What follows belongs to an exercise in optimizing a design on an open flow for small area and a short achievable clock period; a production flow would make more cautious choices.
In this exercise RTL edits were held to simulation tests only and were not proved equivalent to the original.
Power figures rest on the tool's default switching activity, not on a simulated workload.

## design/flow/run.sh

```bash
#!/bin/bash
# synth_recipe.tcl (not shown) runs the flow's synth.tcl, then flattens the netlist and writes it again
# the make line also repeats each setting of config.mk as NAME=value (left out here)
make -C /OpenROAD-flow-scripts/flow DESIGN_CONFIG=/design/flow/config.mk WORK_HOME=/design/flow/orfs CLKGATE_MAP_FILE= SYNTH_SCRIPT=/design/flow/synth_recipe.tcl finish
```

## design/flow/config.mk

```make
export PLATFORM = sky130hd
export DESIGN_NAME = datapath_top
export DESIGN_NICKNAME = datapath_top
export VERILOG_FILES = /design/flow/design.v
export SDC_FILE = /design/flow/constraint.sdc
export NUM_CORES = 4
export LEC_CHECK = 0
export CAP_MARGIN = 20
export CORE_MARGIN = 2
export CORE_UTILIZATION = 40
export CTS_CLUSTER_DIAMETER = 100
export CTS_CLUSTER_SIZE = 20
export SETUP_SLACK_MARGIN = 4.0
export SLEW_MARGIN = 20
export SYNTH_HIERARCHICAL = 1
export TNS_END_PERCENT = 0
```

## design/flow/constraint.sdc

```tcl
create_clock -name core_clock -period 7.5 [get_ports {clk}]
set_input_delay 1.5000 -clock core_clock [delete_from_list [all_inputs] [get_ports {clk}]]
set_output_delay 1.5000 -clock core_clock [all_outputs]
set_load 0.01 [all_outputs]
```

## design/flow/design.v

```verilog
module datapath_top (
  input  wire        clk,
  input  wire        rst_n,
  input  wire [4:0]  rs1,
  input  wire [4:0]  rs2,
  input  wire [4:0]  rd,
  input  wire        we,
  input  wire        use_imm,
  input  wire [31:0] imm,
  input  wire [3:0]  ctrl,
  output reg  [31:0] result,
  output reg         zero,
  output reg  [31:0] store_data
);
  reg  [4:0]  rs1_q, rs2_q, rd_q;
  reg         we_q, use_imm_q;
  reg  [31:0] imm_q;
  reg  [3:0]  ctrl_q;
  wire [31:0] res_d, sd_d;
  wire        zero_d;
  always @(posedge clk) begin
    rs1_q      <= rs1;
    rs2_q      <= rs2;
    rd_q       <= rd;
    we_q       <= we;
    use_imm_q  <= use_imm;
    imm_q      <= imm;
    ctrl_q     <= ctrl;
    result     <= res_d;
    zero       <= zero_d;
    store_data <= sd_d;
  end
  datapath u_dp (
    .clk(clk),
    .rst_n(rst_n),
    .rs1(rs1_q),
    .rs2(rs2_q),
    .rd(rd_q),
    .we(we_q),
    .use_imm(use_imm_q),
    .imm(imm_q),
    .ctrl(ctrl_q),
    .result(res_d),
    .zero(zero_d),
    .store_data(sd_d)
  );
endmodule

module ALU (
  input  logic [31:0] A,           
  input  logic [31:0] R2,          
  input  logic [31:0] bh0, bh1, bh2, bpn,    
  input  logic [31:0] imm,
  input  logic        use_imm,
  input  logic [3:0]  CONTROL,
  output logic [31:0] RESULTADO,
  output logic        ZERO
);
  logic op_slt, op_sltu, op_bge, op_eq, sub, sel_sum, op_sll, op_sra;
  logic sel_add, sel_sub, sel_log, sel_sh, cmpop, ncmpop, sel_r, sel_l;
  logic op_and, op_or, op_xor, op_b;
  logic [31:0] imm_n;
  alu_dec u_dec (
    .ctrl(CONTROL), .imm(imm),
    .op_slt(op_slt), .op_sltu(op_sltu), .op_bge(op_bge), .op_eq(op_eq), .op_sll(op_sll), .op_sra(op_sra),
    .op_and(op_and), .op_or(op_or), .op_xor(op_xor), .op_b(op_b),
    .sub(sub), .sel_sum(sel_sum), .sel_add(sel_add), .sel_sub(sel_sub),
    .sel_log(sel_log), .sel_sh(sel_sh), .cmpop(cmpop), .ncmpop(ncmpop),
    .sel_r(sel_r), .sel_l(sel_l), .imm_n(imm_n)
  );
  logic [31:0] B, Bx, Ap, gn, tn, px;
  logic [3:0]  Bs [0:4];     
  for (genvar i = 0; i < 5; i++) begin : g_bs
    for (genvar q = 0; q < 4; q++) begin : g_q
      c_nand4  u_bs (.a(bh0[i]), .b(bh1[i]), .c(bh2[i]), .d(bpn[i]), .y(Bs[i][q]));
    end
  end
  for (genvar i = 0; i < 32; i++) begin : g_op
    c_nand4  u_b  (.a(bh0[i]), .b(bh1[i]), .c(bh2[i]), .d(bpn[i]), .y(B[i]));
    c_nand4  u_bx (.a(bh0[i]), .b(bh1[i]), .c(bh2[i]), .d(bpn[i]), .y(Bx[i]));
    c_xor2   u_ap (.a(A[i]), .b(sub), .y(Ap[i]));
    c_nand2  u_g  (.a(Ap[i]), .b(Bx[i]), .y(gn[i]));
    c_nor2   u_t  (.a(Ap[i]), .b(Bx[i]), .y(tn[i]));
  end
  logic [31:0] G [0:5];
  logic [31:0] T [0:5];
  assign G[0] = gn;
  assign T[0] = tn;
  for (genvar l = 1; l <= 5; l++) begin : g_lvl
    localparam int D = 1 << (l - 1);
    for (genvar i = 0; i < 32; i++) begin : g_i
      if (i < D) begin : g_pass
        c_inv u_g (.a(G[l-1][i]), .y(G[l][i]));
        assign T[l][i] = 1'b0;    
      end else if (l % 2 == 0) begin : g_even
        c_a21oi u_g (.a1(T[l-1][i]), .a2(G[l-1][i-D]), .b1(G[l-1][i]), .y(G[l][i]));
        if (i >= 2 * D) begin : g_t
          c_nand2 u_t (.a(T[l-1][i]), .b(T[l-1][i-D]), .y(T[l][i]));
        end else begin : g_tn
          assign T[l][i] = 1'b0;  
        end
      end else begin : g_odd
        c_o21ai u_g (.a1(T[l-1][i]), .a2(G[l-1][i-D]), .b1(G[l-1][i]), .y(G[l][i]));
        if (i >= 2 * D) begin : g_t
          c_nor2 u_t (.a(T[l-1][i]), .b(T[l-1][i-D]), .y(T[l][i]));
        end else begin : g_tn
          assign T[l][i] = 1'b0;  
        end
      end
    end
  end
  logic [31:0] c;        
  logic        cout;     
  assign c    = {G[5][30:0], 1'b0};
  assign cout = G[5][31];
  logic fillbit, big, fill, fill_n, shr, shl, bigfill_n;
  alu_big u_big (.r(R2[31:5]), .imm(imm[31:5]), .use_imm(use_imm), .big(big));
  alu_shctl u_shctl (
    .op_sra(op_sra), .a31(A[31]), .big(big), .sel_r(sel_r), .sel_l(sel_l),
    .fillbit(fillbit), .shr(shr), .shl(shl), .bigfill_n(bigfill_n)
  );
  assign fill = fillbit;
  c_inv u_filln (.a(fillbit), .y(fill_n));
  logic [31:0] S [0:5];    
  for (genvar i = 0; i < 32; i++) begin : g_ain
    c_mux2i u (.a0(A[i]), .a1(A[31-i]), .s(op_sll), .y(S[0][i]));
  end
  for (genvar k = 1; k <= 5; k++) begin : g_sh
    localparam int D = 1 << (k - 1);
    for (genvar i = 0; i < 32; i++) begin : g_i
      logic hi;
      if (i + D < 32) begin : g_in
        assign hi = S[k-1][i+D];
      end else begin : g_fill
        assign hi = (k % 2 == 1) ? fill_n : fill;
      end
      c_mux2i u (.a0(S[k-1][i]), .a1(hi), .s(Bs[k-1][i / 8]), .y(S[k][i]));
    end
  end
  logic [31:0] sh;         
  assign sh = S[5];
  logic k01n, k10, k11n;
  assign k01n = !(op_or | op_xor | op_b);
  assign k10  = op_or | op_xor;
  assign k11n = !(op_and | op_or | op_b);
  logic [31:0] lu_n, shift_n, arith_n, ssp, sspn;
  logic        cmp_n;
  for (genvar i = 0; i < 32; i++) begin : g_res
    logic lu_a1, lu_a0;
    c_mux2i u_lua (.a0(k01n), .a1(k11n), .s(A[i]), .y(lu_a1));
    c_and2  u_lub (.a(A[i]), .b(k10), .y(lu_a0));
    c_mux2i u_lu  (.a0(lu_a0), .a1(lu_a1), .s(B[i]), .y(lu_n[i]));
    c_a22oi u_sh (.a1(shr), .a2(sh[i]), .b1(shl), .b2(sh[31-i]), .y(shift_n[i]));
    alu_ss  u_ss (.sel(sel_sum), .p(px[i]), .ssp(ssp[i]), .sspn(sspn[i]));
    if (i == 0) begin : g_r0
      c_inv   u_ar (.a(ssp[i]), .y(arith_n[i]));
      logic lub_n;
      c_and2  u_lb (.a(lu_n[i]), .b(bigfill_n), .y(lub_n));
      c_nand4 u_r (.a(arith_n[i]), .b(shift_n[i]), .c(lub_n), .d(cmp_n), .y(RESULTADO[i]));
    end else begin : g_r
      c_mux2i u_ar (.a0(ssp[i]), .a1(sspn[i]), .s(c[i]), .y(arith_n[i]));
      c_nand4 u_r (.a(arith_n[i]), .b(shift_n[i]), .c(lu_n[i]), .d(bigfill_n), .y(RESULTADO[i]));
    end
  end
  logic [31:0] x, th;
  logic        zadd, eq, eqn, lz, shz;
  logic [31:0] e, o;
  for (genvar i = 0; i < 32; i++) begin : g_eo
    c_xnor2 u_e (.a(A[i]), .b(B[i]), .y(e[i]));
    c_nor2  u_o (.a(A[i]), .b(B[i]), .y(o[i]));
    c_inv   u_px (.a(e[i]), .y(px[i]));
  end
  assign x[0] = e[0];
  for (genvar i = 1; i < 32; i++) begin : g_x
    c_xnor2 u (.a(e[i]), .b(o[i-1]), .y(x[i]));
  end
  c_and32 u_zadd (.a(x), .y(zadd));
  c_and32 u_eq (.a(e), .y(eq));
  c_inv   u_eqn (.a(eq), .y(eqn));
  c_and32 u_lz (.a(lu_n), .y(lz));
  alu_thermo u_th (.s(B[4:0]), .th(th));
  c_andor32 u_shz (.a(S[0]), .b(th), .y(shz));
  logic zq1, zq2, nfill, sh_small, sh_big;
  alu_shsel u_shsel (.sel_sh(sel_sh), .big(big), .fillbit(fillbit),
                     .sh_small(sh_small), .sh_big(sh_big), .nfill(nfill));
  c_a222oi u_zq1 (.a1(sel_add), .a2(zadd), .b1(sel_sub), .b2(eq), .c1(op_eq), .c2(eqn), .y(zq1));
  c_a222oi u_zq2 (.a1(sel_log), .a2(lz), .b1(sh_small), .b2(shz), .c1(sh_big), .c2(nfill), .y(zq2));
  logic zn0, zn1, cm0, cm1, rc0, rc1;
  alu_cmp u_cmp (.op_slt(op_slt), .op_sltu(op_sltu), .op_bge(op_bge), .op_eq(op_eq),
                 .px31(px[31]), .a31(A[31]), .eq(eq),
                 .cm0(cm0), .cm1(cm1), .rc0(rc0), .rc1(rc1));
  c_a32o  u_zn0 (.a1(ncmpop), .a2(zq1), .a3(zq2), .b1(cmpop), .b2(cm0), .y(zn0));
  c_a32o  u_zn1 (.a1(ncmpop), .a2(zq1), .a3(zq2), .b1(cmpop), .b2(cm1), .y(zn1));
  c_mux2i u_zero (.a0(zn0), .a1(zn1), .s(cout), .y(ZERO));
  c_mux2i u_cmpm (.a0(rc0), .a1(rc1), .s(cout), .y(cmp_n));
endmodule
module alu_dec (
  input  logic [3:0]  ctrl,
  input  logic [31:0] imm,
  output logic op_slt, op_sltu, op_bge, op_eq, op_sll, op_sra, op_and, op_or, op_xor, op_b,
  output logic sub, sel_sum, sel_add, sel_sub, sel_log, sel_sh, cmpop, ncmpop,
  output logic sel_r, sel_l,
  output logic [31:0] imm_n
);
  logic op_add, op_sub, op_srl, op_def;
  assign op_add  = ctrl == 4'b0000;
  assign op_sub  = ctrl == 4'b0111;
  assign op_slt  = ctrl == 4'b0100;
  assign op_sltu = ctrl == 4'b1100;
  assign op_and  = ctrl == 4'b0010;
  assign op_or   = ctrl == 4'b0001;
  assign op_xor  = ctrl == 4'b1001;
  assign op_b    = ctrl == 4'b0110;
  assign op_sll  = ctrl == 4'b1000;
  assign op_srl  = ctrl == 4'b1010;
  assign op_sra  = ctrl == 4'b1110;
  assign op_bge  = ctrl == 4'b1011;
  assign op_eq   = ctrl == 4'b1111;
  assign op_def  = !(op_add | op_sub | op_slt | op_sltu | op_and | op_or | op_xor |
                     op_b | op_sll | op_srl | op_sra | op_bge | op_eq);
  assign sub     = op_sub | op_slt | op_sltu | op_bge | op_eq;
  assign sel_sum = op_add | op_sub;
  assign sel_add = op_add;
  assign sel_sub = op_sub;
  assign sel_log = op_and | op_or | op_xor | op_b | op_def;
  assign sel_sh  = op_sll | op_srl | op_sra;
  assign cmpop   = op_slt | op_sltu | op_bge;
  assign ncmpop  = !cmpop;
  assign sel_r   = op_srl | op_sra;
  assign sel_l   = op_sll;
  assign imm_n   = ~imm;
endmodule
module alu_shctl (
  input  logic op_sra, a31, big, sel_r, sel_l,
  output logic fillbit, shr, shl, bigfill_n
);
  assign fillbit = op_sra & a31;
  assign shr     = sel_r & !big;
  assign shl     = sel_l & !big;
  assign bigfill_n = !(fillbit & big);
endmodule
module alu_big (
  input  logic [31:5] r, imm,
  input  logic        use_imm,
  output logic        big
);
  logic [8:0] l1;
  logic [2:0] l2;
  logic       ibig;
  for (genvar k = 0; k < 9; k++) begin : g1
    c_nor3 u (.a(r[5+3*k]), .b(r[6+3*k]), .c(r[7+3*k]), .y(l1[k]));
  end
  for (genvar k = 0; k < 3; k++) begin : g2
    c_nand3 u (.a(l1[3*k]), .b(l1[3*k+1]), .c(l1[3*k+2]), .y(l2[k]));
  end
  assign ibig = |imm;
  alu_bigsel u_sel (.r0(l2[0]), .r1(l2[1]), .r2(l2[2]), .ibig(ibig), .use_imm(use_imm), .big(big));
endmodule
module alu_bigsel (input logic r0, r1, r2, ibig, use_imm, output logic big);
  assign big = use_imm ? ibig : (r0 | r1 | r2);
endmodule
module alu_shsel (
  input  logic sel_sh, big, fillbit,
  output logic sh_small, sh_big, nfill
);
  assign sh_small = sel_sh & !big;
  assign sh_big   = sel_sh & big;
  assign nfill    = !fillbit;
endmodule
module alu_ss (input logic sel, p, output logic ssp, sspn);
  assign ssp  = sel & p;
  assign sspn = sel & !p;
endmodule
module alu_cmp (
  input  logic op_slt, op_sltu, op_bge, op_eq, px31, a31, eq,
  output logic cm0, cm1, rc0, rc1
);
  logic lts0, lts1;
  assign lts0 = px31 ? a31 : 1'b0;
  assign lts1 = px31 ? a31 : 1'b1;
  logic r0, r1;
  assign r0  = (op_slt & lts0) | (op_sltu & 1'b0) | (op_bge & !lts0);
  assign r1  = (op_slt & lts1) | (op_sltu & 1'b1) | (op_bge & !lts1);
  assign cm0 = r0;
  assign cm1 = r1;
  assign rc0 = r0 | (op_eq & eq);
  assign rc1 = r1 | (op_eq & eq);
endmodule
module c_and32 (input logic [31:0] a, output logic y);
  logic [7:0] l1;
  logic [3:0] l2;
  logic [1:0] l3;
  for (genvar k = 0; k < 8; k++) begin : g1
    c_nand4 u (.a(a[4*k]), .b(a[4*k+1]), .c(a[4*k+2]), .d(a[4*k+3]), .y(l1[k]));
  end
  for (genvar k = 0; k < 4; k++) begin : g2
    c_nor2 u (.a(l1[2*k]), .b(l1[2*k+1]), .y(l2[k]));
  end
  for (genvar k = 0; k < 2; k++) begin : g3
    c_nand2 u (.a(l2[2*k]), .b(l2[2*k+1]), .y(l3[k]));
  end
  c_nor2 u4 (.a(l3[0]), .b(l3[1]), .y(y));
endmodule
module c_andor32 (input logic [31:0] a, b, output logic y);
  logic [15:0] l1;
  logic [3:0]  l2;
  logic [1:0]  l3;
  for (genvar k = 0; k < 16; k++) begin : g1
    c_o22ai u (.a1(a[2*k]), .a2(b[2*k]), .b1(a[2*k+1]), .b2(b[2*k+1]), .y(l1[k]));
  end
  for (genvar k = 0; k < 4; k++) begin : g2
    c_nor4 u (.a(l1[4*k]), .b(l1[4*k+1]), .c(l1[4*k+2]), .d(l1[4*k+3]), .y(l2[k]));
  end
  for (genvar k = 0; k < 2; k++) begin : g3
    c_nand2 u (.a(l2[2*k]), .b(l2[2*k+1]), .y(l3[k]));
  end
  c_nor2 u4 (.a(l3[0]), .b(l3[1]), .y(y));
endmodule
module alu_thermo (input logic [4:0] s, output logic [31:0] th);
  always_comb
    for (int j = 0; j < 32; j++)
      th[j] = s > j;
endmodule
module registerbank (
  input  logic        clock,
  input  logic        RST,           
  input  logic [4:0]  read_reg1,
  input  logic [4:0]  read_reg2,
  input  logic [4:0]  write_reg,
  input  logic [31:0] write_data,
  input  logic        reg_write,
  input  logic        use_imm,
  input  logic [31:0] imm,
  output logic [31:0] read_data1,
  output logic [31:0] read_data2,
  output logic [31:0] bh0, bh1, bh2, bpn
);
  logic [31:0] dato [0:31];
  logic [31:0] pend;
  logic [4:0]  pend_rd;
  logic        pend_v;
  logic [31:0] load, hold;
  always_comb
    for (int i = 0; i < 32; i++) begin
      load[i] = RST &  (pend_v && pend_rd == i);
      hold[i] = RST & !(pend_v && pend_rd == i);
    end
  logic [31:0] nxt [0:31];
  for (genvar r = 0; r < 32; r++) begin : g_wr
    for (genvar b = 0; b < 32; b++) begin : g_b
      c_a22o u (.a1(dato[r][b]), .a2(hold[r]), .b1(pend[b]), .b2(load[r]), .y(nxt[r][b]));
    end
  end
  always_ff @(posedge clock) begin
    for (int i = 0; i < 32; i++)
      dato[i] <= nxt[i];
    pend    <= write_data;
    pend_rd <= write_reg;
    pend_v  <= reg_write & RST;
  end
  logic [31:0] sel1 [0:1];
  logic [31:0] sel2 [0:1];
  rdsel u_sel1 (.rs(read_reg1), .sel_lo(sel1[0]), .sel_hi(sel1[1]));
  rdsel u_sel2 (.rs(read_reg2), .sel_lo(sel2[0]), .sel_hi(sel2[1]));
  logic [3:0] hit1, hit2, hb2, hit2nu;
  for (genvar q = 0; q < 4; q++) begin : g_hit
    rdhit u_h1 (.rs(read_reg1), .pend_rd(pend_rd), .pend_v(pend_v), .hit(hit1[q]));
    rdhit u_h2 (.rs(read_reg2), .pend_rd(pend_rd), .pend_v(pend_v), .hit(hit2[q]));
    rd_bctl u_bctl (.hit(hit2[q]), .use_imm(use_imm), .hb(hb2[q]), .hit_nu(hit2nu[q]));
  end
  for (genvar b = 0; b < 32; b++) begin : g_bit
    logic [31:0] d;
    for (genvar r = 0; r < 32; r++) begin : g_r
      assign d[r] = dato[r][b];
    end
    rdbit u_rd1 (.d(d), .s(sel1[b / 16]), .pend(pend[b]), .hit(hit1[b / 8]), .y(read_data1[b]));
    rdbit2 u_rd2 (.d(d), .s(sel2[b / 16]), .pend(pend[b]), .hit(hit2[b / 8]), .hb(hb2[b / 8]),
                  .y(read_data2[b]), .bh0(bh0[b]), .bh1(bh1[b]), .bh2(bh2[b]));
    c_a22oi u_bpn (.a1(pend[b]), .a2(hit2nu[b / 8]), .b1(imm[b]), .b2(use_imm), .y(bpn[b]));
  end
endmodule
module rdsel (
  input  logic [4:0]  rs,
  output logic [31:0] sel_lo,
  output logic [31:0] sel_hi
);
  logic [4:0] rsn, rsv [0:1];
  for (genvar k = 0; k < 5; k++) begin : g_n
    c_inv  u_n (.a(rs[k]), .y(rsn[k]));
  end
  assign rsv[0] = rs;
  assign rsv[1] = rsn;
  logic [3:0] lo;
  logic [7:0] hi;
  for (genvar k = 0; k < 4; k++) begin : g_lo
    c_nor2 u (.a(rsv[(k >> 1) & 1][1]), .b(rsv[k & 1][0]), .y(lo[k]));
  end
  for (genvar m = 0; m < 8; m++) begin : g_hi
    c_nor3 u (.a(rsv[(m >> 2) & 1][4]), .b(rsv[(m >> 1) & 1][3]), .c(rsv[m & 1][2]), .y(hi[m]));
  end
  for (genvar i = 0; i < 32; i++) begin : g_sel
    c_and2 u_l (.a(lo[i % 4]), .b(hi[i / 4]), .y(sel_lo[i]));
    c_and2 u_h (.a(lo[i % 4]), .b(hi[i / 4]), .y(sel_hi[i]));
  end
endmodule
module rdhit (
  input  logic [4:0] rs,
  input  logic [4:0] pend_rd,
  input  logic       pend_v,
  output logic       hit
);
  logic [4:0] x;
  logic       pvn, h1, h2;
  for (genvar k = 0; k < 5; k++) begin : g_x
    c_xor2 u_x (.a(rs[k]), .b(pend_rd[k]), .y(x[k]));
  end
  c_inv  u_pvn (.a(pend_v), .y(pvn));
  c_nor3 u_h1 (.a(x[0]), .b(x[1]), .c(x[2]), .y(h1));
  c_nor3 u_h2 (.a(x[3]), .b(x[4]), .c(pvn), .y(h2));
  c_and2 u_hit (.a(h1), .b(h2), .y(hit));
endmodule
module rdbit (
  input  logic [31:0] d,
  input  logic [31:0] s,
  input  logic        pend,
  input  logic        hit,
  output logic        y
);
  logic [10:0] g;
  for (genvar k = 0; k < 10; k++) begin : g_aoi
    c_a222oi u (.a1(d[3*k]), .a2(s[3*k]), .b1(d[3*k+1]), .b2(s[3*k+1]),
                .c1(d[3*k+2]), .c2(s[3*k+2]), .y(g[k]));
  end
  c_a22oi u_g10 (.a1(d[30]), .a2(s[30]), .b1(d[31]), .b2(s[31]), .y(g[10]));
  logic h0, h1, h2, pn;
  c_a41o  u_h0 (.a1(g[0]), .a2(g[1]), .a3(g[2]), .a4(g[3]), .b1(hit), .y(h0));
  c_a41o  u_h1 (.a1(g[4]), .a2(g[5]), .a3(g[6]), .a4(g[7]), .b1(hit), .y(h1));
  c_a31o  u_h2 (.a1(g[8]), .a2(g[9]), .a3(g[10]), .b1(hit), .y(h2));
  c_nand2 u_pn (.a(pend), .b(hit), .y(pn));
  c_nand4 u_y  (.a(h0), .b(h1), .c(h2), .d(pn), .y(y));
endmodule
module rdbit2 (
  input  logic [31:0] d,
  input  logic [31:0] s,
  input  logic        pend,
  input  logic        hit,
  input  logic        hb,
  output logic        y,
  output logic        bh0, bh1, bh2
);
  logic [10:0] g;
  for (genvar k = 0; k < 10; k++) begin : g_aoi
    c_a222oi u (.a1(d[3*k]), .a2(s[3*k]), .b1(d[3*k+1]), .b2(s[3*k+1]),
                .c1(d[3*k+2]), .c2(s[3*k+2]), .y(g[k]));
  end
  c_a22oi u_g10 (.a1(d[30]), .a2(s[30]), .b1(d[31]), .b2(s[31]), .y(g[10]));
  logic h0, h1, h2, pn;
  c_a41o  u_h0 (.a1(g[0]), .a2(g[1]), .a3(g[2]), .a4(g[3]), .b1(hit), .y(h0));
  c_a41o  u_h1 (.a1(g[4]), .a2(g[5]), .a3(g[6]), .a4(g[7]), .b1(hit), .y(h1));
  c_a31o  u_h2 (.a1(g[8]), .a2(g[9]), .a3(g[10]), .b1(hit), .y(h2));
  c_nand2 u_pn (.a(pend), .b(hit), .y(pn));
  c_nand4 u_y  (.a(h0), .b(h1), .c(h2), .d(pn), .y(y));
  c_a41o  u_b0 (.a1(g[0]), .a2(g[1]), .a3(g[2]), .a4(g[3]), .b1(hb), .y(bh0));
  c_a41o  u_b1 (.a1(g[4]), .a2(g[5]), .a3(g[6]), .a4(g[7]), .b1(hb), .y(bh1));
  c_a31o  u_b2 (.a1(g[8]), .a2(g[9]), .a3(g[10]), .b1(hb), .y(bh2));
endmodule
module rd_bctl (input logic hit, use_imm, output logic hb, hit_nu);
  assign hb     = hit | use_imm;
  assign hit_nu = hit & !use_imm;
endmodule
module datapath (
  input  logic        clk,
  input  logic        rst_n,
  input  logic [4:0]  rs1,
  input  logic [4:0]  rs2,
  input  logic [4:0]  rd,
  input  logic        we,
  input  logic        use_imm,
  input  logic [31:0] imm,
  input  logic [3:0]  ctrl,
  output logic [31:0] result,
  output logic        zero,
  output logic [31:0] store_data
);
  logic [31:0] rdata1, rdata2, bh0, bh1, bh2, bpn;
  registerbank u_regs (
    .clock(clk),
    .RST(rst_n),
    .read_reg1(rs1),
    .read_reg2(rs2),
    .write_reg(rd),
    .write_data(result),
    .reg_write(we),
    .use_imm(use_imm),
    .imm(imm),
    .read_data1(rdata1),
    .read_data2(rdata2),
    .bh0(bh0), .bh1(bh1), .bh2(bh2), .bpn(bpn)
  );
  ALU u_alu (
    .A(rdata1),
    .R2(rdata2),
    .bh0(bh0), .bh1(bh1), .bh2(bh2), .bpn(bpn),
    .imm(imm),
    .use_imm(use_imm),
    .CONTROL(ctrl),
    .RESULTADO(result),
    .ZERO(zero)
  );
  assign store_data = rdata2;
endmodule
module c_inv    (input logic a, output logic y); assign y = ~a; endmodule
module c_and2   (input logic a, b, output logic y); assign y = a & b; endmodule
module c_nand2  (input logic a, b, output logic y); assign y = ~(a & b); endmodule
module c_nor2   (input logic a, b, output logic y); assign y = ~(a | b); endmodule
module c_nand3  (input logic a, b, c, output logic y); assign y = ~(a & b & c); endmodule
module c_nor3   (input logic a, b, c, output logic y); assign y = ~(a | b | c); endmodule
module c_or3    (input logic a, b, c, output logic y); assign y = a | b | c; endmodule
module c_nand4  (input logic a, b, c, d, output logic y); assign y = ~(a & b & c & d); endmodule
module c_xnor2  (input logic a, b, output logic y); assign y = ~(a ^ b); endmodule
module c_xor2   (input logic a, b, output logic y); assign y = a ^ b; endmodule
module c_a21oi  (input logic a1, a2, b1, output logic y); assign y = ~((a1 & a2) | b1); endmodule
module c_o21ai  (input logic a1, a2, b1, output logic y); assign y = ~((a1 | a2) & b1); endmodule
module c_a22o   (input logic a1, a2, b1, b2, output logic y); assign y = (a1 & a2) | (b1 & b2); endmodule
module c_a41o   (input logic a1, a2, a3, a4, b1, output logic y); assign y = (a1 & a2 & a3 & a4) | b1; endmodule
module c_a31o   (input logic a1, a2, a3, b1, output logic y); assign y = (a1 & a2 & a3) | b1; endmodule
module c_o22ai  (input logic a1, a2, b1, b2, output logic y); assign y = ~((a1 | a2) & (b1 | b2)); endmodule
module c_a32o   (input logic a1, a2, a3, b1, b2, output logic y); assign y = (a1 & a2 & a3) | (b1 & b2); endmodule
module c_nor4   (input logic a, b, c, d, output logic y); assign y = ~(a | b | c | d); endmodule
module c_a221oi (input logic a1, a2, b1, b2, c1, output logic y); assign y = ~((a1 & a2) | (b1 & b2) | c1); endmodule
module c_a22oi  (input logic a1, a2, b1, b2, output logic y); assign y = ~((a1 & a2) | (b1 & b2)); endmodule
module c_a222oi (input logic a1, a2, b1, b2, c1, c2, output logic y);
  assign y = ~((a1 & a2) | (b1 & b2) | (c1 & c2));
endmodule
module c_mux2   (input logic a0, a1, s, output logic y); assign y = s ? a1 : a0; endmodule
module c_mux2i  (input logic a0, a1, s, output logic y); assign y = ~(s ? a1 : a0); endmodule
```

==> impl_metrics.csv, run 1 <==
group,metric,value,unit
timing,tns,0,ps
grt,grt_use_met3,12.2,%
place,gp_congestion,1.03,
critical_path,crit_arrival,5170,ps
drt,antenna_left,0,
critical_path,crit_family,"simple AND/OR/NAND/NOR gates",
floorplanning,die_y,373,um
critical_path,timing.critical_path.fanout_max,16,
drt,avgViaCountPerCell,7.67,
timing,max_freq,220,MHz
finish,layout-drive-gt1-share,22.6,%
critical_path,r2r_slack,2960,ps
clock_tree,htree_levels,3,
yosys,yosys_warnings,24,
floorplanning,core,135000,um2
run,max_cap_viol_count,0,
timing,finalClockSkew,73.9,ps
grt,grt_max_degree,41,
power,leakage,23.2,nW
finish,layout.cells.non_filler,7412,
grt,grt_overflow_total,0,
outcome,status,"timing/DRC/antenna clean",
hold_path,min_path_cells,0,
hold_path,min_path_type,"reg2reg",
timing,fin_crit_sh,60.5,%
critical_path,critical_path_class,"reg2reg",
clock_tree,cts_tree,"done",
critical_path,critPathRequiredTime,8130,ps
drt,drt_wl_total,289,mm
critical_path,cp_slowest_cell,"nor4_4",
floorplanning,io_pins,120,
drt,first_pass_iters,15,
grt,grt_pass1_wl,397,mm
critical_path,path_cells,"clkinvlp_4 -> buf_4 -> nor3_4 -> buf_4 -> and2_4 -> buf_8 -> a222oi_1 -> a31o_1 -> nand4_1 -> nor3_4 -> nand3_4 -> nor4_4 -> a21oi_4 -> nor2b_4 -> a22oi_2 -> nand4_1",
critical_path,critPathBufInv,4,
floorplanning,start_util,40.3,%
finish,final_common_cell,"dfxtp_1",
timing,worst-slew-pin-transition,1190,ps
clock_tree,clk_pin_slew,80,ps
critical_path,ff2ff_path_depth,16,
yosys,netlist_instances,4922,
place,place_inst,6976,
clock_tree,cts_hold_buf,0,
place,place_hpwl,189,mm
timing,rsz0062_at_grt,"yes",
finish,layout_common_cells,"dfxtp_1, a22o_1, a222oi_1",
floorplanning,die_w,373,um
power,powerDensity,178,nW/um2
timing,maxSlewViolCount,0,
yosys,netlist_area,54500,um2
hold_path,hold_start,"rd_q[2]",
critical_path,setup.worst_path.start_class,"register",
critical_path,r2r-end,"result[30]",
critical_path,cpPeakStageDelay,560,ps
timing,hold_viol_final,0,
drt,wl_per_cell,38.9,um
clock_tree,clk_latency,740,ps
grt,grt_util_met2,56.1,%
critical_path,r2r_start,"rs2_q[4]",
floorplanning,row_count,135,
critical_path,cp-end-kind,"register",
grt,grt_pass1_vias,50612,
finish,nets,5667,
grt,antenna_found_initial,15,
clock_tree,cts_buffer_depth,3,
power,vdd_ir_drop_max,0.148,mV
timing,fin_crit,4540,ps
drt,drt-initial-drc-count,13135,
yosys,syn_avg_cell_area,11.1,um2
hold_path,hold-path-endpoint,"u_dp.u_regs.pend_rd[2]",
drt,vias,56818,
drt,drc_errors,0,
grt,top_usage_layer,"met2",
clock_tree,cts_sinks,1180,
timing,setup_violations,0,
floorplanning,dieArea,139000,um2
clock_tree,cts_made_buffers,72,
finish,synthToLayoutAreaGrowth,21.2,%
critical_path,critPathLaunch,"rs2_q[4]",
place,portBuffers,119,
grt,grtUsageMet1,50.3,%
clock_tree,cts-root-buf,"clkbuf_16",
timing,slew_headroom,20.9,%
grt,grt_util_all_layers,39.1,%
==> cell type report <==
cell class / count / area (um2)
timing repair inverter: 2 / 12.5
clock inverter: 11 / 183
antenna: 7 / 17.5
tap: 1781 / 2230
clock buffer: 75 / 1860
sequential: 1180 / 23700
fill: 12191 / 69300
inverter: 97 / 394
timing repair buffer: 635 / 5680
multi-input combinational: 3624 / 32000
==> layer usage <==
layer / share of wire, % / wire, um
met5: 0.019 / 54
met4: 8.7 / 25000
met3: 14 / 39600
met2: 40 / 116000
met1: 37 / 108000
==> worst register-to-register path, cell delays in order, from the launching register on <==
cell and delay (ps):
dfxtp_4 400, clkinvlp_4 130, buf_4 140, nor3_4 30, buf_4 170, and2_4 180
buf_8 160, a222oi_1 460, a31o_1 290, nand4_1 250, nor3_4 350, nand3_4 200
nor4_4 560, a21oi_4 160, nor2b_4 540, a22oi_2 240, nand4_1 170
==> worst max path at each step <==
| stage | endpoint | depth (start not counted) |
|---|---|---|
| after floorplan | u_dp.u_regs.dato[0][0] | 4 |
| after global placement | result[28] | 14 |
| after detailed placement | u_dp.u_regs.pend[24] | 12 |
| after CTS | zero | 18 |
| after global routing | zero | 19 |
| final | result[30] | 16 |
==> stage by stage <==
step	hold slack (ps)	setup WS (ps)	instance area, um2	utilization (%)	power (W)
2_1_floorplan	310	3520	54500	-	0.00703
3_3_place_gp	313	1330	59400	43.9	0.00753
3_5_place_dp	314	1340	59500	43.9	0.00754
4_1_cts	330	3310	65300	48.2	0.0117
5_1_grt	331	3000	66000	48.8	0.0120
6_report	329	2960	66000	48.8	0.0118
==> state kept, by name, summed over array words and instances (netlist names) <==
| signal | flops |
|---|---|
| ctrl_q | 4 |
| imm_q | 32 |
| rd_q | 5 |
| result | 32 |
| rs1_q | 5 |
| rs2_q | 5 |
| store_data | 32 |
| u_dp.u_regs.dato | 1024 |
| u_dp.u_regs.pend | 32 |
| u_dp.u_regs.pend_rd | 5 |
| u_dp.u_regs.pend_v | 1 |
| use_imm_q | 1 |
| we_q | 1 |
| zero | 1 |
==> report_power, final <==
part           leakage [nW]  internal (W)  switching [W]
sequential             9.54       0.00630      0.0000749
combinational          12.6      0.000346       0.000858
clock                 0.998       0.00187        0.00234
==> repair_timing <==
action,CTS,global route
pin swaps,238,97
buffers inserted,282,48
setup endpoints to repair,168,255
gates cloned,9,3
resized for setup,448,79
==> inputs of run 2 (changes only) <==
--- a/design/flow/config.mk
+++ b/design/flow/config.mk
@@ -7,7 +7,7 @@
 export LEC_CHECK = 0
 export CAP_MARGIN = 20
 export CORE_MARGIN = 2
-export CORE_UTILIZATION = 40
+export CORE_UTILIZATION = 45
 export CTS_CLUSTER_DIAMETER = 100
 export CTS_CLUSTER_SIZE = 20
 export SETUP_SLACK_MARGIN = 4.0
==> impl_metrics.csv, run 2 <==
group,metric,value,unit
finish,fillers,10564,
place,postPlaceCellArea,59000,um2
power,vdd_ir_drop_max,0.159,mV
timing,hold_viol_final,0,
drt,wl_per_cell,39.1,um
clock_tree,cts_made_buffers,70,
clock_tree,clk_latency,700,ps
yosys,syn_avg_cell_area,11.1,um2
floorplanning,dieArea,124000,um2
hold_path,min_path_type,"reg2reg",
timing,rsz0062_at_grt,"yes",
hold_path,hold-path-endpoint,"u_dp.u_regs.pend_rd[2]",
clock_tree,cts_tree,"done",
floorplanning,row_count,127,
critical_path,ff2ff_path_depth,16,
hold_path,hold_start,"rd_q[2]",
timing,setup_violations,0,
grt,grt_util_all_layers,42.6,%
timing,fin_crit,4630,ps
clock_tree,htree_levels,3,
finish,largest_register_ffs,1024,
finish,nets,5588,
place,pre_cts_slack,1290,ps
drt,first_pass_iters,17,
timing,slew_headroom,15.1,%
place,place_hpwl,183,mm
drt,drt_wl_total,280,mm
critical_path,setup.worst_path.start_class,"register",
power,powerDensity,180,nW/um2
drt,drc_errors,0,
finish,synthToLayoutAreaGrowth,18.8,%
timing,maxSlewViolCount,0,
critical_path,critical_path_class,"reg2reg",
timing,worst-slew-pin-transition,1270,ps
critical_path,timing.critical_path.fanout_max,16,
timing,max_freq,216,MHz
timing,finalClockSkew,38.6,ps
clock_tree,cts_hold_buf,0,
floorplanning,io_pins,120,
timing,tns,0,ps
clock_tree,clk_pin_slew,90,ps
yosys,netlist_area,54500,um2
run,max_cap_viol_count,0,
floorplanning,start_util,45.4,%
drt,avgViaCountPerCell,7.83,
critical_path,critPathRequiredTime,8100,ps
clock_tree,cts-root-buf,"clkbuf_16",
grt,grt_max_degree,41,
drt,drt-initial-drc-count,13149,
critical_path,r2r-end,"zero",
place,portBuffers,119,
finish,largest_register,"u_dp.u_regs.dato",
outcome,status,"timing/DRC/antenna clean",
floorplanning,die_w,352,um
yosys,yosys_warnings,24,
grt,grt_overflow_total,0,
critical_path,r2r_slack,2870,ps
critical_path,cp-end-kind,"register",
grt,antenna_found_initial,14,
timing,fin_crit_sh,61.7,%
finish,final_common_cell,"dfxtp_1",
finish,layout_common_cells,"dfxtp_1, a22o_1, a222oi_1",
finish,layout-drive-gt1-share,21.3,%
clock_tree,cts_buffer_depth,3,
timing,setup_slack,2870,ps
grt,grt_pass1_wl,388,mm
critical_path,r2r_start,"rs2_q[0]",
power,leakage,22.6,nW
finish,design_area,64700,um2
drt,vias,56042,
clock_tree,cts_sinks,1180,
grt,grt_pass1_vias,50488,
critical_path,crit_arrival,5220,ps
yosys,netlist_instances,4922,
floorplanning,core,120000,um2
place,gp_congestion,1.04,
drt,antenna_left,0,
floorplanning,die_y,352,um
hold_path,min_path_cells,0,
-- run 2: cell types whose count changed in the layout (fill, tap and decap cells not counted), moves of 12 or more --
cell	previous run	this run
buf_4	447	400
dfxtp_2	8	21
buf_6	28	6
mux2i_2	22	40
a41o_2	45	33
mux2i_4	21	3
-- run 2: final cells by class --
class / count / area (um2) / share of cell area (%)
timing repair buffer: 560 / 4940 / 7.64
antenna: 4 / 10.0 / 0.0155
sequential: 1180 / 23700 / 36.6
inverter: 97 / 394 / 0.609
multi-input combinational: 3622 / 31700 / 49.0
clock buffer: 74 / 1840 / 2.84
timing repair inverter: 2 / 12.5 / 0.0193
tap: 1612 / 2020 / 3.12
clock inverter: 9 / 106 / 0.164
-- run 2: worst max-delay path by stage --
stage	from	to	slack, ps	cells past startpoint
6_report	rs2_q[0]	zero	2870	16
5_1_grt	rs2_q[1]	zero	2930	17
3_3_place_gp	rs2_q[1]	u_dp.u_regs.pend[23]	1250	12
3_5_place_dp	rs2_q[1]	u_dp.u_regs.pend[23]	1290	12
2_1_floorplan	rst_n	u_dp.u_regs.dato[0][0]	3520	4
4_1_cts	rs2_q[3]	zero	3270	18
-- run 2: through the flow --
stage | utilization [%] | power [W] | hold slack (ps) | instances
after CTS | 53.7 | 0.0116 | 361 | 7127
after global placement | 49.2 | 0.00752 | 363 | 6781
after global routing | 53.9 | 0.0119 | 365 | 7156
final | 54.0 | 0.0116 | 357 | 7160
after detailed placement | 49.2 | 0.00752 | 361 | 6782
after floorplan | - | 0.00703 | 310 | 4922
-- run 2: what timing repair did --
action	4_1_cts	5_1_grt
resized for setup	415	28
buffers inserted	254	29
setup endpoints to repair	152	192
endpoints found under the hold margin	0	0
gates cloned	8	0
pin swaps	171	35
-- run 2: where the power goes --
part           leakage, nW  total (W)  internal, W  switching, W
Combinational         12.1    0.00117     0.000330      0.000844
Sequential            9.54    0.00637      0.00630     0.0000692
Clock                0.961    0.00408      0.00180       0.00228
Total                 22.6     0.0116      0.00844       0.00319
-- run 2: metal layers --
metal	GRT usage (%)	up-vias	share of wire (%)
li1	-	22779	-
met4	27.0	32	8.0
met3	16.0	1072	14
met5	0.385	-	0.11
met1	54.3	27337	37
met2	60.3	4822	40
-- run 2: critical path: stages (launching register included) --
cell and delay (ps):
dfxtp_2 450, nor2_1 80, buf_4 210, and2_4 220, a222oi_1 660, a41o_1 420
nand4_1 220, nor3_2 290, nand3_4 200, nor4_4 580, a21oi_4 90, buf_4 190
and2b_2 210, a222oi_1 70, buf_4 160, a32o_1 250, mux2i_1 220
==> inputs of run 3 (changes only) <==
==> design/flow/config.mk (replaced) <==
export PLATFORM = sky130hd
export DESIGN_NAME = datapath_top
export DESIGN_NICKNAME = datapath_top
export VERILOG_FILES = /design/flow/design.v
export SDC_FILE = /design/flow/constraint.sdc
export NUM_CORES = 4
export LEC_CHECK = 0
export CAP_MARGIN = 10
export CORE_MARGIN = 2
export CORE_UTILIZATION = 40
export CTS_CLUSTER_DIAMETER = 100
export CTS_CLUSTER_SIZE = 20
export SETUP_SLACK_MARGIN = 4.0
export SLEW_MARGIN = 10
export SYNTH_HIERARCHICAL = 1
export TNS_END_PERCENT = 0
==> impl_metrics.csv, run 3 <==
group,metric,value,unit
timing,worst-slew-pin-transition,1350,ps
yosys,syn_avg_cell_area,11.1,um2
finish,final_common_cell,"dfxtp_1",
drt,drt-initial-drc-count,13370,
critical_path,r2r_start,"rs1_q[2]",
finish,largest_register,"u_dp.u_regs.dato",
critical_path,setup.worst_path.start_class,"register",
critical_path,r2r-end,"u_dp.u_regs.pend[24]",
grt,grt_util_all_layers,39.2,%
finish,layout_common_cells,"dfxtp_1, a22o_1, a222oi_1",
drt,avgViaCountPerCell,7.65,
clock_tree,htree_levels,3,
power,leakage,22.8,nW
grt,grt_max_degree,41,
timing,max_freq,219,MHz
drt,vias,56302,
timing,setup_violations,0,
clock_tree,cts_hold_buf,0,
timing,finalClockSkew,42.3,ps
finish,largest_register_ffs,1024,
run,max_cap_viol_count,0,
grt,grt_pass1_wl,399,mm
grt,grt_overflow_total,0,
place,place_hpwl,189,mm
hold_path,min_path_type,"reg2reg",
yosys,yosys_warnings,24,
critical_path,crit_arrival,5130,ps
finish,postLayoutCoreUtil,48.3,%
floorplanning,start_util,40.3,%
finish,synthToLayoutAreaGrowth,19.9,%
clock_tree,cts_made_buffers,72,
timing,fin_crit_sh,60.9,%
critical_path,ff2ff_path_depth,17,
critical_path,crit_path_end,"u_dp.u_regs.pend[24]",
timing,maxSlewViolCount,0,
finish,layout-drive-gt1-share,21.4,%
floorplanning,die_y,373,um
power,powerDensity,180,nW/um2
critical_path,r2r_slack,2930,ps
yosys,netlist_area,54500,um2
finish,nets,5617,
floorplanning,die_w,373,um
floorplanning,io_pins,120,
critical_path,timing.critical_path.fanout_max,16,
floorplanning,row_count,135,
critical_path,critical_path_class,"reg2reg",
timing,slew_headroom,10.3,%
power,vdd_ir_drop_max,0.138,mV
critical_path,cp-end-kind,"register",
floorplanning,dieArea,139000,um2
grt,grt_pass1_vias,50784,
floorplanning,core,135000,um2
clock_tree,cts_sinks,1180,
place,gp_congestion,1.03,
critical_path,critPathLaunch,"rs1_q[2]",
drt,antenna_left,0,
timing,rsz0062_at_grt,"yes",
power,power.total,0.0118,W
clock_tree,cts-root-buf,"clkbuf_16",
clock_tree,clk_latency,720,ps
yosys,netlist_instances,4922,
drt,wl_per_cell,39.2,um
drt,first_pass_iters,15,
critical_path,critPathRequiredTime,8060,ps
timing,tns,0,ps
drt,drt_wl_total,288,mm
place,portBuffers,119,
drt,drc_errors,0,
timing,fin_crit,4570,ps
clock_tree,cts_tree,"done",
clock_tree,clk_pin_slew,80,ps
outcome,status,"timing/DRC/antenna clean",
timing,hold_viol_final,0,
timing,whs,330,ps
grt,antenna_found_initial,14,
clock_tree,cts_buffer_depth,3,
-- run 3: how the worst min path moves through the flow --
stage | from | end | slack [ps] | cells after the start
final | rd_q[2] | u_dp.u_regs.pend_rd[2] | 330 | 0
after CTS | rd_q[2] | u_dp.u_regs.pend_rd[2] | 330 | 0
after global placement | rd_q[2] | u_dp.u_regs.pend_rd[2] | 310 | 0
after global routing | rd_q[2] | u_dp.u_regs.pend_rd[2] | 330 | 0
after detailed placement | rd_q[2] | u_dp.u_regs.pend_rd[2] | 310 | 0
after floorplan | rd_q[0] | u_dp.u_regs.pend_rd[0] | 310 | 0
-- run 3: report_power, final --
part	total [W]	switching, W	internal, W
Sequential	0.00638	0.0000744	0.00630
Combinational	0.00118	0.000853	0.000331
Clock	0.00420	0.00233	0.00187
Total	0.0118	0.00326	0.00850
-- run 3: cell type report --
cell class / instances / area [um2]
diodes: 3 / 7.51
clock buffers: 78 / 1900
clock inverters: 11 / 145
fillers: 12278 / 69900
inverters: 97 / 394
multi-input cells: 3629 / 31900
flip-flops and latches: 1180 / 23700
well taps: 1781 / 2230
repair buffers: 580 / 5130
repair inverters: 2 / 12.5
-- run 3: through the flow --
| stage | std cells | setup slack, ps | cell area (um2) |
|---|---|---|---|
| final | 7361 | 2930 | 65400 |
| after global routing | 7358 | 2880 | 65300 |
| after detailed placement | 6974 | 1330 | 59400 |
| after global placement | 6974 | 1330 | 59400 |
| after floorplan | 4922 | 3520 | 54500 |
| after CTS | 7357 | 3340 | 65300 |
-- run 3: worst max-delay path: stages (launching register included) --
cell	delay [ps]
dfxtp_4	390
clkinvlp_4	180
nor3_4	70
buf_6	140
and2_4	210
a222oi_1	730
a41o_1	450
nand4_1	210
buf_12	210
mux2i_2	280
mux2i_1	180
mux2i_1	180
buf_4	140
mux2i_1	100
mux2i_1	230
mux2i_1	170
a22oi_2	380
nand4_1	150
-- run 3: what timing repair did --
action                     in CTS  in global routing
setup endpoints to repair     175                276
gates cloned                   15                  0
gates resized for setup       457                  0
pin swaps                     240                  0
buffers inserted              279                  0
-- run 3: routing by layer --
metal | vias up | part of all wire [%] | wire, um | global-route usage [%]
met2 | 4852 | 40 | 117000 | 56.2
met1 | 27591 | 38 | 108000 | 50.9
met3 | 1019 | 14 | 39100 | 11.6
met5 | - | 0.023 | 67 | 0
li1 | 22830 | - | - | -
met4 | 10 | 8.4 | 24200 | 26.1
==> inputs of run 4 (changes only) <==
--- a/design/flow/design.v
+++ b/design/flow/design.v
@@ -113,53 +113,61 @@
   logic        cout;     
   assign c    = {G[5][30:0], 1'b0};
   assign cout = G[5][31];
-  logic fillbit, big, fill, fill_n, shr, shl, bigfill_n;
+  logic fillbit, big, fill, fill_n, shr_n, shl_n, bigfill_n;
   alu_big u_big (.r(R2[31:5]), .imm(imm[31:5]), .use_imm(use_imm), .big(big));
   alu_shctl u_shctl (
     .op_sra(op_sra), .a31(A[31]), .big(big), .sel_r(sel_r), .sel_l(sel_l),
-    .fillbit(fillbit), .shr(shr), .shl(shl), .bigfill_n(bigfill_n)
+    .fillbit(fillbit), .shr_n(shr_n), .shl_n(shl_n), .bigfill_n(bigfill_n)
   );
   assign fill = fillbit;
   c_inv u_filln (.a(fillbit), .y(fill_n));
-  logic [31:0] S [0:5];    
-  for (genvar i = 0; i < 32; i++) begin : g_ain
-    c_mux2i u (.a0(A[i]), .a1(A[31-i]), .s(op_sll), .y(S[0][i]));
-  end
+  logic [31:0] SR [0:5];   
+  logic [31:0] SL [0:5];
+  assign SR[0] = A;
+  assign SL[0] = A;
   for (genvar k = 1; k <= 5; k++) begin : g_sh
     localparam int D = 1 << (k - 1);
     for (genvar i = 0; i < 32; i++) begin : g_i
-      logic hi;
-      if (i + D < 32) begin : g_in
-        assign hi = S[k-1][i+D];
-      end else begin : g_fill
-        assign hi = (k % 2 == 1) ? fill_n : fill;
+      logic hr, hl;
+      if (i + D < 32) begin : g_rin
+        assign hr = SR[k-1][i+D];
+      end else begin : g_rfill
+        assign hr = (k % 2 == 1) ? fill : fill_n;
       end
-      c_mux2i u (.a0(S[k-1][i]), .a1(hi), .s(Bs[k-1][i / 8]), .y(S[k][i]));
+      if (i - D >= 0) begin : g_lin
+        assign hl = SL[k-1][i-D];
+      end else begin : g_lfill
+        assign hl = (k % 2 == 1) ? 1'b0 : 1'b1;
+      end
+      c_mux2i u_r (.a0(SR[k-1][i]), .a1(hr), .s(Bs[k-1][i / 8]), .y(SR[k][i]));
+      c_mux2i u_l (.a0(SL[k-1][i]), .a1(hl), .s(Bs[k-1][i / 8]), .y(SL[k][i]));
     end
   end
-  logic [31:0] sh;         
-  assign sh = S[5];
+  logic [31:0] ain_n;
+  for (genvar i = 0; i < 32; i++) begin : g_ain
+    c_mux2i u (.a0(A[i]), .a1(A[31-i]), .s(op_sll), .y(ain_n[i]));
+  end
   logic k01n, k10, k11n;
   assign k01n = !(op_or | op_xor | op_b);
   assign k10  = op_or | op_xor;
   assign k11n = !(op_and | op_or | op_b);
-  logic [31:0] lu_n, shift_n, arith_n, ssp, sspn;
+  logic [31:0] lu_n, shift, arith_n, ssp, sspn;
   logic        cmp_n;
   for (genvar i = 0; i < 32; i++) begin : g_res
     logic lu_a1, lu_a0;
     c_mux2i u_lua (.a0(k01n), .a1(k11n), .s(A[i]), .y(lu_a1));
     c_and2  u_lub (.a(A[i]), .b(k10), .y(lu_a0));
     c_mux2i u_lu  (.a0(lu_a0), .a1(lu_a1), .s(B[i]), .y(lu_n[i]));
-    c_a22oi u_sh (.a1(shr), .a2(sh[i]), .b1(shl), .b2(sh[31-i]), .y(shift_n[i]));
+    c_o22ai u_sh (.a1(shr_n), .a2(SR[5][i]), .b1(shl_n), .b2(SL[5][i]), .y(shift[i]));
     alu_ss  u_ss (.sel(sel_sum), .p(px[i]), .ssp(ssp[i]), .sspn(sspn[i]));
     if (i == 0) begin : g_r0
       c_inv   u_ar (.a(ssp[i]), .y(arith_n[i]));
       logic lub_n;
       c_and2  u_lb (.a(lu_n[i]), .b(bigfill_n), .y(lub_n));
-      c_nand4 u_r (.a(arith_n[i]), .b(shift_n[i]), .c(lub_n), .d(cmp_n), .y(RESULTADO[i]));
+      c_nand4b u_r (.a_n(shift[i]), .b(arith_n[i]), .c(lub_n), .d(cmp_n), .y(RESULTADO[i]));
     end else begin : g_r
       c_mux2i u_ar (.a0(ssp[i]), .a1(sspn[i]), .s(c[i]), .y(arith_n[i]));
-      c_nand4 u_r (.a(arith_n[i]), .b(shift_n[i]), .c(lu_n[i]), .d(bigfill_n), .y(RESULTADO[i]));
+      c_nand4b u_r (.a_n(shift[i]), .b(arith_n[i]), .c(lu_n[i]), .d(bigfill_n), .y(RESULTADO[i]));
     end
   end
   logic [31:0] x, th;
@@ -179,7 +187,7 @@
   c_inv   u_eqn (.a(eq), .y(eqn));
   c_and32 u_lz (.a(lu_n), .y(lz));
   alu_thermo u_th (.s(B[4:0]), .th(th));
-  c_andor32 u_shz (.a(S[0]), .b(th), .y(shz));
+  c_andor32 u_shz (.a(ain_n), .b(th), .y(shz));
   logic zq1, zq2, nfill, sh_small, sh_big;
   alu_shsel u_shsel (.sel_sh(sel_sh), .big(big), .fillbit(fillbit),
                      .sh_small(sh_small), .sh_big(sh_big), .nfill(nfill));
@@ -232,11 +240,11 @@
 endmodule
 module alu_shctl (
   input  logic op_sra, a31, big, sel_r, sel_l,
-  output logic fillbit, shr, shl, bigfill_n
+  output logic fillbit, shr_n, shl_n, bigfill_n
 );
   assign fillbit = op_sra & a31;
-  assign shr     = sel_r & !big;
-  assign shl     = sel_l & !big;
+  assign shr_n   = !(sel_r & !big);
+  assign shl_n   = !(sel_l & !big);
   assign bigfill_n = !(fillbit & big);
 endmodule
 module alu_big (
@@ -246,18 +254,20 @@
 );
   logic [8:0] l1;
   logic [2:0] l2;
-  logic       ibig;
   for (genvar k = 0; k < 9; k++) begin : g1
     c_nor3 u (.a(r[5+3*k]), .b(r[6+3*k]), .c(r[7+3*k]), .y(l1[k]));
   end
   for (genvar k = 0; k < 3; k++) begin : g2
     c_nand3 u (.a(l1[3*k]), .b(l1[3*k+1]), .c(l1[3*k+2]), .y(l2[k]));
   end
-  assign ibig = |imm;
-  alu_bigsel u_sel (.r0(l2[0]), .r1(l2[1]), .r2(l2[2]), .ibig(ibig), .use_imm(use_imm), .big(big));
-endmodule
-module alu_bigsel (input logic r0, r1, r2, ibig, use_imm, output logic big);
-  assign big = use_imm ? ibig : (r0 | r1 | r2);
+  logic rbig_n, ibig_n, nuse;
+  c_nor3 u3 (.a(l2[0]), .b(l2[1]), .c(l2[2]), .y(rbig_n));
+  alu_ibig u_ibig (.imm(imm), .use_imm(use_imm), .ibig_n(ibig_n), .nuse(nuse));
+  c_a22oi u_sel (.a1(use_imm), .a2(ibig_n), .b1(nuse), .b2(rbig_n), .y(big));
+endmodule
+module alu_ibig (input logic [31:5] imm, input logic use_imm, output logic ibig_n, nuse);
+  assign ibig_n = !(|imm);
+  assign nuse   = !use_imm;
 endmodule
 module alu_shsel (
   input  logic sel_sh, big, fillbit,
@@ -358,10 +368,9 @@
     pend_rd <= write_reg;
     pend_v  <= reg_write & RST;
   end
-  logic [31:0] sel1 [0:1];
-  logic [31:0] sel2 [0:1];
-  rdsel u_sel1 (.rs(read_reg1), .sel_lo(sel1[0]), .sel_hi(sel1[1]));
-  rdsel u_sel2 (.rs(read_reg2), .sel_lo(sel2[0]), .sel_hi(sel2[1]));
+  logic [3:0][31:0] sel1, sel2;
+  rdsel u_sel1 (.rs(read_reg1), .sel(sel1));
+  rdsel u_sel2 (.rs(read_reg2), .sel(sel2));
   logic [3:0] hit1, hit2, hb2, hit2nu;
   for (genvar q = 0; q < 4; q++) begin : g_hit
     rdhit u_h1 (.rs(read_reg1), .pend_rd(pend_rd), .pend_v(pend_v), .hit(hit1[q]));
@@ -373,16 +382,15 @@
     for (genvar r = 0; r < 32; r++) begin : g_r
       assign d[r] = dato[r][b];
     end
-    rdbit u_rd1 (.d(d), .s(sel1[b / 16]), .pend(pend[b]), .hit(hit1[b / 8]), .y(read_data1[b]));
-    rdbit2 u_rd2 (.d(d), .s(sel2[b / 16]), .pend(pend[b]), .hit(hit2[b / 8]), .hb(hb2[b / 8]),
+    rdbit u_rd1 (.d(d), .s(sel1[b / 8]), .pend(pend[b]), .hit(hit1[b / 8]), .y(read_data1[b]));
+    rdbit2 u_rd2 (.d(d), .s(sel2[b / 8]), .pend(pend[b]), .hit(hit2[b / 8]), .hb(hb2[b / 8]),
                   .y(read_data2[b]), .bh0(bh0[b]), .bh1(bh1[b]), .bh2(bh2[b]));
     c_a22oi u_bpn (.a1(pend[b]), .a2(hit2nu[b / 8]), .b1(imm[b]), .b2(use_imm), .y(bpn[b]));
   end
 endmodule
 module rdsel (
   input  logic [4:0]  rs,
-  output logic [31:0] sel_lo,
-  output logic [31:0] sel_hi
+  output logic [3:0][31:0] sel
 );
   logic [4:0] rsn, rsv [0:1];
   for (genvar k = 0; k < 5; k++) begin : g_n
@@ -398,9 +406,10 @@
   for (genvar m = 0; m < 8; m++) begin : g_hi
     c_nor3 u (.a(rsv[(m >> 2) & 1][4]), .b(rsv[(m >> 1) & 1][3]), .c(rsv[m & 1][2]), .y(hi[m]));
   end
-  for (genvar i = 0; i < 32; i++) begin : g_sel
-    c_and2 u_l (.a(lo[i % 4]), .b(hi[i / 4]), .y(sel_lo[i]));
-    c_and2 u_h (.a(lo[i % 4]), .b(hi[i / 4]), .y(sel_hi[i]));
+  for (genvar q = 0; q < 4; q++) begin : g_q
+    for (genvar i = 0; i < 32; i++) begin : g_sel
+      c_and2 u (.a(lo[i % 4]), .b(hi[i / 4]), .y(sel[q][i]));
+    end
   end
 endmodule
 module rdhit (
@@ -516,6 +525,7 @@
 module c_nand3  (input logic a, b, c, output logic y); assign y = ~(a & b & c); endmodule
 module c_nor3   (input logic a, b, c, output logic y); assign y = ~(a | b | c); endmodule
 module c_or3    (input logic a, b, c, output logic y); assign y = a | b | c; endmodule
+module c_nand4b (input logic a_n, b, c, d, output logic y); assign y = ~(~a_n & b & c & d); endmodule
 module c_nand4  (input logic a, b, c, d, output logic y); assign y = ~(a & b & c & d); endmodule
 module c_xnor2  (input logic a, b, output logic y); assign y = ~(a ^ b); endmodule
 module c_xor2   (input logic a, b, output logic y); assign y = a ^ b; endmodule
--- a/design/flow/config.mk
+++ b/design/flow/config.mk
@@ -5,12 +5,12 @@
 export SDC_FILE = /design/flow/constraint.sdc
 export NUM_CORES = 4
 export LEC_CHECK = 0
-export CAP_MARGIN = 10
+export CAP_MARGIN = 20
 export CORE_MARGIN = 2
 export CORE_UTILIZATION = 40
 export CTS_CLUSTER_DIAMETER = 100
 export CTS_CLUSTER_SIZE = 20
 export SETUP_SLACK_MARGIN = 4.0
-export SLEW_MARGIN = 10
+export SLEW_MARGIN = 20
 export SYNTH_HIERARCHICAL = 1
 export TNS_END_PERCENT = 0
==> impl_metrics.csv, run 4 <==
group,metric,value,unit
outcome,status,"timing/DRC/antenna clean",
timing,fin_crit_sh,63.5,%
power,seqPwrFrac,53.9,%
drt,drc_errors,0,
grt,grt_util_all_layers,37.9,%
grt,antenna_found_initial,21,
power,leakage,23.9,nW
timing,setup_violations,0,
finish,final_common_cell,"dfxtp_1",
power,vdd_ir_drop_max,0.183,mV
drt,avgViaCountPerCell,7.60,
clock_tree,cts-root-buf,"clkbuf_16",
finish,synthToLayoutAreaGrowth,20.4,%
floorplanning,die_y,381,um
finish,largest_register_ffs,1024,
timing,finalClockSkew,52.8,ps
power,power_frac_comb,11.4,%
critical_path,crit_arrival,5380,ps
floorplanning,die_w,381,um
clock_tree,htree_levels,3,
finish,nets,5946,
floorplanning,io_pins,120,
grt,grt_use_met3,13.1,%
yosys,syn_avg_cell_area,10.9,um2
clock_tree,cts_made_buffers,71,
critical_path,setup.worst_path.start_class,"register",
clock_tree,cts_buffer_depth,3,
grt,grtUsageMet1,49.8,%
place,portBuffers,119,
drt,first_pass_iters,20,
critical_path,critical_path_class,"reg2reg",
place,pre_cts_slack,1520,ps
clock_tree,clk_pin_slew,80,ps
grt,grt_pass1_vias,53829,
finish,layout_common_cells,"dfxtp_1, a22o_1, a222oi_1",
grt,top_usage_layer,"met2",
floorplanning,row_count,138,
place,gp_congestion,1.03,
grt,grt_max_degree,64,
power,internal_power,0.00853,W
critical_path,r2r_slack,2740,ps
timing,rsz0062_at_grt,"yes",
critical_path,critPathRequiredTime,8120,ps
critical_path,timing.critical_path.fanout_max,26,
power,clkPwrFrac,34.7,%
yosys,netlist_instances,5213,
power,powerDensity,174,nW/um2
grt,grt_util_met2,53.7,%
timing,fin_crit,4760,ps
clock_tree,cts_sinks,1180,
timing,slew_headroom,14.8,%
floorplanning,start_util,40.2,%
yosys,yosys_warnings,25,
floorplanning,core,141000,um2
grt,grt_pass1_wl,406,mm
drt,vias,59319,
clock_tree,clk_latency,750,ps
drt,drt-initial-drc-count,13816,
timing,hold_viol_final,0,
power,switching_share,28.3,%
hold_path,min_path_type,"reg2reg",
yosys,netlist_area,56800,um2
timing,worst-slew-pin-transition,1280,ps
timing,tns,0,ps
place,place_hpwl,201,mm
critical_path,cp-end-kind,"register",
power,switchingPower,0.00337,W
clock_tree,cts_tree,"done",
timing,max_freq,210,MHz
timing,setup_slack,2740,ps
drt,antenna_left,0,
run,max_cap_viol_count,0,
drt,drt_wl_total,292,mm
timing,maxSlewViolCount,0,
finish,largest_register,"u_dp.u_regs.dato",
finish,layout-drive-gt1-share,21.1,%
grt,grt_overflow_total,0,
floorplanning,dieArea,145000,um2
drt,wl_per_cell,37.4,um
-- run 4: cell count changes in the layout (fill, tap and decap cells not counted), moves of 32 or more --
| cell | before | now |
|---|---|---|
| mux2i_1 | 246 | 412 |
| and2_4 | 86 | 20 |
| and2_2 | 69 | 130 |
| nand4_1 | 206 | 174 |
| nor2_1 | 145 | 93 |
| and2_1 | 58 | 183 |
| nand4b_1 | 2 | 34 |
-- run 4: final timing paths --
path | depth (start not counted) | to | from
worst min register to register | 0 | u_dp.u_regs.pend_rd[3] | rd_q[3]
worst max register to register | 17 | zero | rs1_q[1]
worst min-delay path | 0 | u_dp.u_regs.pend_rd[3] | rd_q[3]
worst max-delay path | 17 | zero | rs1_q[1]
-- run 4: routing by layer --
metal,vias up,wire (um)
met5,-,34
met4,4,20900
met3,1189,43500
met2,5195,117000
met1,28950,111000
li1,23981,-
-- run 4: worst max-delay path, stage by stage (launching register included) --
cell and delay (ps):
dfxtp_4 430, nor2_4 80, buf_6 240, and2_1 330
a222oi_1 660, a41o_1 370, nand4_1 380, buf_6 310
buf_4 160, mux2i_2 240, o22ai_1 130, nor4_2 230
nand2_1 160, nor2_4 180, a222oi_1 90, buf_4 150
a32o_2 270, mux2i_2 200
-- run 4: repair_timing --
item,in CTS,in global routing
setup endpoints to repair,171,198
hold buffers,0,0
buffers inserted,191,71
resized for setup,308,187
gates cloned,9,3
pin swaps,159,110
-- run 4: power by group through the flow --
stage	logic, W	registers [W]	clock network (W)
after global routing	0.00137	0.00641	0.00437
after global placement	0.00111	0.00655	0
after CTS	0.00123	0.00640	0.00416
final	0.00135	0.00641	0.00413
after floorplan	0.000541	0.00656	0
after detailed placement	0.00111	0.00655	0
-- run 4: final cells by class --
class	count	area, um2
diodes	9	22.5
flip-flops and latches	1180	23700
inverters	97	393
repair buffers	596	5280
clock buffers	78	1890
clock inverters	12	150
well taps	1890	2360
fillers	13025	72800
repair inverters	2	12.5
multi-input cells	3943	34600
-- run 4: stage by stage --
step                      instance area (um2)  util [%]  hold slack [ps]  power [W]  instances
after floorplan                         56900         -              310    0.00710       5242
after global placement                  62300      44.1              325    0.00766       7433
after detailed placement                62300      44.1              318    0.00766       7433
after CTS                               67100      47.5              343     0.0118       7723
after global routing                    68400      48.4              348     0.0121       7798
final                                   68400      48.4              340     0.0119       7807

-- separate check: timing with driven ports --
Ports are ideal in the flow. The routed layouts listed here were re-timed in OpenROAD.
Step 1, drivers: a clkbuf_16 drives clk and a buf_2 each remaining input, both assumed.
Step 2 times the ports against the registers' clock, not the clock port: input delays grow and output delays shrink by t, the midpoint of the rising clock arrivals with the driver on.
a / b / c = no drivers / after step 1 / after step 2; a / b = the first two.
run | shift t [ns] | setup WS [ns] | worst setup path at the end | slew at the worst register clock pin (ns)
run 1 | 0.785 | 2.962 / 2.962 / 2.651 | input to register | 0.10 / 0.10
run 2 | 0.761 | 2.874 / 2.874 / 2.596 | input to register | 0.09 / 0.09
run 3 | 0.792 | 2.933 / 2.933 / 2.574 | input to register | 0.10 / 0.10
run 4 | 0.809 | 2.740 / 2.740 / 2.740 | register to register | 0.10 / 0.10
After both steps setup and hold are still met in every run listed. For run 3, which loses most, drivers alone change the setup slack by 0.000 ns; drivers and shift together by -0.359 ns.
